From an optimization exercise on the open Yosys and OpenROAD flow, aimed at small area; shortcuts taken in it are not production practice. Function was checked by simulation only, so behaviour that the tests miss may differ from the original.

==> build 77 <==
Design tx_upconverter, start of the top module:
module tx_upconverter(
  input clk,
  input rst,
  input [31:0] frequency,
  input signed [19:0] x_real,
  input signed [19:0] x_imag,
  output req,
  output signed [15:0] out_I,
  output signed [15:0] out_Q
  );
make LEC_CHECK=0 CAP_MARGIN=20 CORE_MARGIN=2 CORE_UTILIZATION=60 CTS_CLUSTER_DIAMETER=100 CTS_CLUSTER_SIZE=30 SLEW_MARGIN=20 finish   # period 6.0 ns
run.sh (not shown) runs the stock make flow with config.mk's settings and CLKGATE_MAP_FILE= SYNTH_SCRIPT=/design/flow/synth_recipe.tcl, a recipe that flattens the netlist after the stock synthesis.
==> inputs of trial 90, as changes to build 77 <==
--- a/flow/design.v
+++ b/flow/design.v
@@ -1,15 +1,15 @@
 module CicInterpM5(
     input clock,
     input rst,                   
     output reg req,              
     input signed [19:0] x_real,  
     input signed [19:0] x_imag,
-    output signed [15:0] y_real,   
-    output signed [15:0] y_imag
+    output reg signed [16:0] p_out,    
+    output reg signed [16:0] m_out     
     );
     reg [7:0] counter;
     reg [3:0] ev;            
     always @(posedge clock)
     begin
         if (rst)
         begin
@@ -28,35 +28,43 @@
             else
             begin
                 counter <= counter + 1'd1;
                 req <= 1'b0;
             end
         end
     end
-    wire wr_new  = (counter >= 8'd174) && (counter <= 8'd193);    
-    wire ser_b0  = (counter == 8'd174);                           
-    wire ser_b1  = (counter == 8'd175);
-    wire ser_b19 = (counter == 8'd193);                           
-    wire ser_ext = (counter >= 8'd194) && (counter <= 8'd197);    
-    wire [4:0] bidx = counter[4:0] - 5'd14;                       
+    wire wr_new  = (counter >= 8'd172) && (counter <= 8'd191);    
+    wire ser_b0  = (counter == 8'd172);                           
+    wire ser_b1  = (counter == 8'd173);
+    wire ser_b19 = (counter == 8'd191);                           
+    wire ser_ext = (counter >= 8'd192) && (counter <= 8'd195);    
+    wire [4:0] bidx = counter[4:0] - 5'd12;                       
     wire [3:0] ld;
-    assign ld[0] = (counter == 8'd198);
-    assign ld[1] = (counter == 8'd199);
-    assign ld[2] = (counter == 8'd0) && (ev != 4'd0);
-    assign ld[3] = (counter == 8'd1) && (ev != 4'd0);
+    assign ld[0] = (counter == 8'd196);
+    assign ld[1] = (counter == 8'd197);
+    assign ld[2] = (counter == 8'd198);
+    assign ld[3] = (counter == 8'd199);
     wire [4:0] mv = {ev >= 4'd9, ev >= 4'd8, ev >= 4'd7, ev >= 4'd6, ev >= 4'd5};
     wire [15:0] yr, yi;        
     cic_chan ch_r (.clk(clock), .rst(rst), .x(x_real), .wr_new(wr_new), .bidx(bidx),
                    .ser_b0(ser_b0), .ser_b1(ser_b1), .ser_b19(ser_b19), .ser_ext(ser_ext),
                    .ld(ld), .mv(mv), .y(yr));
     cic_chan ch_i (.clk(clock), .rst(rst), .x(x_imag), .wr_new(wr_new), .bidx(bidx),
                    .ser_b0(ser_b0), .ser_b1(ser_b1), .ser_b19(ser_b19), .ser_ext(ser_ext),
                    .ld(ld), .mv(mv), .y(yi));
-    assign y_real = yr;
-    assign y_imag = yi;
+    wire [16:0] yi17 = {yi[15], yi};
+    wire [16:0] yr17 = {yr[15], yr};
+    wire [16:0] psum, msum;
+    cadd #(.W(17), .B0(8), .B(9)) padd (.a(yi17), .b(yr17), .ci(1'b0), .s(psum));
+    cadd #(.W(17), .B0(8), .B(9)) madd (.a(yi17), .b(~yr17), .ci(1'b1), .s(msum));
+    always @(posedge clock)
+    begin
+        p_out <= psum;
+        m_out <= msum;
+    end
 endmodule
 module cic_chan(
     input clk,
     input rst,
     input [19:0] x,
     input wr_new,
     input [4:0] bidx,
@@ -296,18 +304,18 @@
         ob35d1 <= y5s3[5];
     end
     assign y = {y5s4[10], y5s4[9], y5s4[8], y5s4[7], y5s4[6], y5s4[5], y5s4[4], y5s4[3], y5s4[2], y5s4[1], y5s4[0], ob39d1, ob38d1, ob37d1, ob36d1, ob35d1};
 endmodule
 module cpl_cordic(
   input clock,
   input [31:0] frequency,
-  input signed [15:0] in_data_I,
-  input signed [15:0] in_data_Q,
-  output signed [15:0] out_data_I,
-  output signed [15:0] out_data_Q
+  input signed [16:0] in_p,
+  input signed [16:0] in_m,
+  output reg signed [15:0] out_data_I,
+  output reg signed [15:0] out_data_Q
   );
 localparam WR = 23;    
 localparam WZ = 20;    
 localparam STG = 19;   
 localparam WT = 32;
 wire [WT-1:0] atan_table [1:WT-1];
 assign atan_table[01] = 32'b00100101110010000000101000111011;  
@@ -345,48 +353,34 @@
 wire [31:0] phase_sum;
 cadd #(.W(32), .B0(7), .B(7)) nco_add (.a(phase), .b(frequency), .ci(1'b0), .s(phase_sum));
 always @(posedge clock)
   if (frequency == 32'd0)
     phase <= 32'd0;      
   else
     phase <= phase_sum;
-reg [20:0] pd0, pd;
+reg [20:0] pd;
 always @(posedge clock)
-  begin
-  pd0 <= phase[31:11];
-  pd <= pd0;
-  end
+  pd <= phase[31:11];
 wire [1:0] quadrant = pd[20:19];
-wire [16:0] i17 = {in_data_I[15], in_data_I};
-wire [16:0] q17 = {in_data_Q[15], in_data_Q};
-wire [16:0] in_p, in_m;
-cadd #(.W(17), .B0(6), .B(6)) padd (.a(i17), .b(q17), .ci(1'b0), .s(in_p));
-cadd #(.W(17), .B0(6), .B(6)) madd (.a(i17), .b(~q17), .ci(1'b1), .s(in_m));
 wire [17:0] p18 = {in_p[16], in_p};
 wire [17:0] m18 = {in_m[16], in_m};
 wire [17:0] xv = quadrant[0] ? p18 : m18;
 wire [17:0] yv = quadrant[0] ? m18 : p18;
 wire xneg = quadrant[1] ^ quadrant[0];
 wire yneg = quadrant[1];
-wire [17:0] xlow, ylow;
-assign xlow = {pfx_or18(xv[16:0]), 1'b0};
-assign ylow = {pfx_or18(yv[16:0]), 1'b0};
-function [16:0] pfx_or18;    
-  input [16:0] v;
-  integer lv, b;
-  reg [16:0] t;
-  begin
-    t = v;
-    for (lv = 1; lv < 17; lv = lv * 2)
-      for (b = 16; b >= 0; b = b - 1)
-        if ((b / lv) % 2 == 1)
-          t[b] = t[b] | t[(b / lv) * lv - 1];
-    pfx_or18 = t;
+wire [17:0] xlow, ylow;      
+assign xlow[0] = 1'b0;
+assign ylow[0] = 1'b0;
+genvar j;
+generate
+  for (j = 1; j < 18; j = j + 1) begin : neg
+    assign xlow[j] = xlow[j-1] | xv[j-1];
+    assign ylow[j] = ylow[j-1] | yv[j-1];
   end
-endfunction
+endgenerate
 reg [WR-1:0] X [0:STG-1];
 reg [WR-1:0] Y [0:STG-1];
 reg [WZ-1:0] Z [0:STG-1];
 always @(posedge clock)
   begin
   X[0] <= {xv ^ ({18{xneg}} & xlow), 5'b0};
   Y[0] <= {yv ^ ({18{yneg}} & ylow), 5'b0};
@@ -398,19 +392,16 @@
     begin : stages
     wire [WR-1:0] X_shr = {{(n+1){X[n][WR-1]}}, X[n][WR-1:n+1]};
     wire [WR-1:0] Y_shr = {{(n+1){Y[n][WR-1]}}, Y[n][WR-1:n+1]};
     wire [WZ-2-n:0] atan = atan_table[n+1][WT-2-n:WT-WZ] + atan_table[n+1][WT-WZ-1];
     wire zs = Z[n][WZ-1-n];
     localparam LZ = (n == 0) ? 4 : (n == 1) ? 2 : 0;
     wire [WR-1:0] xn, yn;
-    wire [WR-1:LZ] xnc, ync;
-    cadd #(.W(WR-LZ), .B0(7), .B(8)) ax (.a(~X[n][WR-1:LZ]), .b(Y_shr[WR-1:LZ] ^ {(WR-LZ){zs}}), .ci(Y[n][n] ^ zs), .s(xnc));
-    cadd #(.W(WR-LZ), .B0(7), .B(8)) ay (.a(~Y[n][WR-1:LZ]), .b(X_shr[WR-1:LZ] ^ {(WR-LZ){~zs}}),  .ci(X[n][n] ^ ~zs),  .s(ync));
-    assign xn[WR-1:LZ] = ~xnc;
-    assign yn[WR-1:LZ] = ~ync;
+    cadd #(.W(WR-LZ), .B0(7), .B(8)) ax (.a(X[n][WR-1:LZ]), .b(Y_shr[WR-1:LZ] ^ {(WR-LZ){~zs}}), .ci(Y[n][n] ^ ~zs), .s(xn[WR-1:LZ]));
+    cadd #(.W(WR-LZ), .B0(7), .B(8)) ay (.a(Y[n][WR-1:LZ]), .b(X_shr[WR-1:LZ] ^ {(WR-LZ){zs}}),  .ci(X[n][n] ^ zs),  .s(yn[WR-1:LZ]));
     if (LZ > 0)
       begin : lz
       assign xn[LZ-1:0] = {LZ{1'b0}};
       assign yn[LZ-1:0] = {LZ{1'b0}};
       end
     always @(posedge clock)
       begin
@@ -434,42 +425,45 @@
 wire [6:0] lox, loy;
 wire cox, coy;
 radd #(7) lx (.a(X[STG-2][6:0]), .b({~sux, sux, ux}), .ci(Y[STG-2][STG-2] ^ ~zs17), .s(lox), .co(cox));
 radd #(7) ly (.a(Y[STG-2][6:0]), .b({~suy, suy, uy}), .ci(X[STG-2][STG-2] ^ zs17),  .s(loy), .co(coy));
 wire [15:0] xr, yr;
 cinc #(16) ix (.a(X[STG-2][WR-1:7]), .ci(cox), .s(xr));
 cinc #(16) iy (.a(Y[STG-2][WR-1:7]), .ci(coy), .s(yr));
-assign out_data_I = xr;
-assign out_data_Q = yr;
+always @(posedge clock)
+  begin
+  out_data_I <= xr;
+  out_data_Q <= yr;
+  end
 endmodule
 module tx_upconverter(
   input clk,
   input rst,
   input [31:0] frequency,
   input signed [19:0] x_real,
   input signed [19:0] x_imag,
   output req,
   output signed [15:0] out_I,
   output signed [15:0] out_Q
   );
-  wire signed [15:0] y2_r, y2_i;
+  wire signed [16:0] sum_p, sum_m;    
   CicInterpM5 in2 (
     .clock(clk),
     .rst(rst),
     .req(req),
     .x_real(x_real),
     .x_imag(x_imag),
-    .y_real(y2_r),
-    .y_imag(y2_i)
+    .p_out(sum_p),
+    .m_out(sum_m)
     );
   cpl_cordic cordic_inst (
     .clock(clk),
     .frequency(frequency),
-    .in_data_I(y2_i),
-    .in_data_Q(y2_r),
+    .in_p(sum_p),
+    .in_m(sum_m),
     .out_data_I(out_I),
     .out_data_Q(out_Q)
     );
 endmodule
 module cadd #(parameter W = 23, parameter B0 = 12, parameter B = 11) (
   input  [W-1:0] a,
   input  [W-1:0] b,
CORE_UTILIZATION = 40   (was 60)
CTS_CLUSTER_DIAMETER = 90   (was 100)
CTS_CLUSTER_SIZE = 28   (was 30)
==> summary.txt <==
item                                                                         build 77                  trial 90
Insertion delay to the later sink of the worst-skew pair                      0.73 ns                   0.76 ns
Area share of xor/xnor cells in the synthesized design                          0.111                     0.116
Number of instances in the placed design                                         9147                     10400
Placer Congestion                                                               0.876                     0.783
WHS Endpoint                                                  in2.ch_r.sr[80]$_DFF_P_  in2.ch_r.sr[166]$_DFF_P_
Syn Std Cell Area                                                          0.0884 mm2                0.0902 mm2
Area used by sequential logic in the layout                                0.0391 mm2                0.0399 mm2
Fraction of area in multi-input gates                                           0.482                     0.466
Sum of routed wire segments on met1                                          60600 um                  59300 um
DIE AREA                                                                    0.150 mm2                 0.229 mm2
Number of logic inverters in the finished layout                                  917                      1093
Min cycle time layout                                                         5.91 ns                   5.78 ns
Syn Nets                                                                         8655                      8880
Transition at the pin with the smallest max-transition slack                  1.06 ns                   1.06 ns
Gates resized, CTS repair                                                          15                         0
Worst hold start                                              in2.ch_r.sr[79]$_DFF_P_  in2.ch_r.sr[165]$_DFF_P_
Run status                                                    complete, no violations   complete, no violations
Vias per cell                                                                    4.68                      4.21

-- port drivers added, routing unchanged --
In the flow no input, the clock included, has a driving cell. The finished layouts below were timed again as built, in two steps. Step 1 sets driving cells, clkbuf_16 on the clock port and buf_2 on the other inputs (assumed; they add their load-dependent delay and slew). Step 2 moves the port delays by t, midway between the first and last clock arrival at a register: inputs arrive t later, outputs are due t later. That takes back most of the time a late clock gives input paths. Slacks: ideal / step 1 / step 2; pairs: ideal / step 1.
run	t (ns)	setup slack, ns	worst setup path after step 2	latest minus earliest clock arrival (ns)	worst data-port slew with drivers (ns)
build 77	0.790	0.089 / 0.115 / -0.676	input to register	0.057 / 0.057	0.06
trial 90	0.832	0.218 / 0.282 / -0.550	input to register	0.033 / 0.032	0.05
With both steps, setup timing fails in build 77 and trial 90, where it was met with ideal ports. The setup slack of trial 90, which loses most, moves by +0.064 ns with the drivers and by -0.768 ns with both steps.
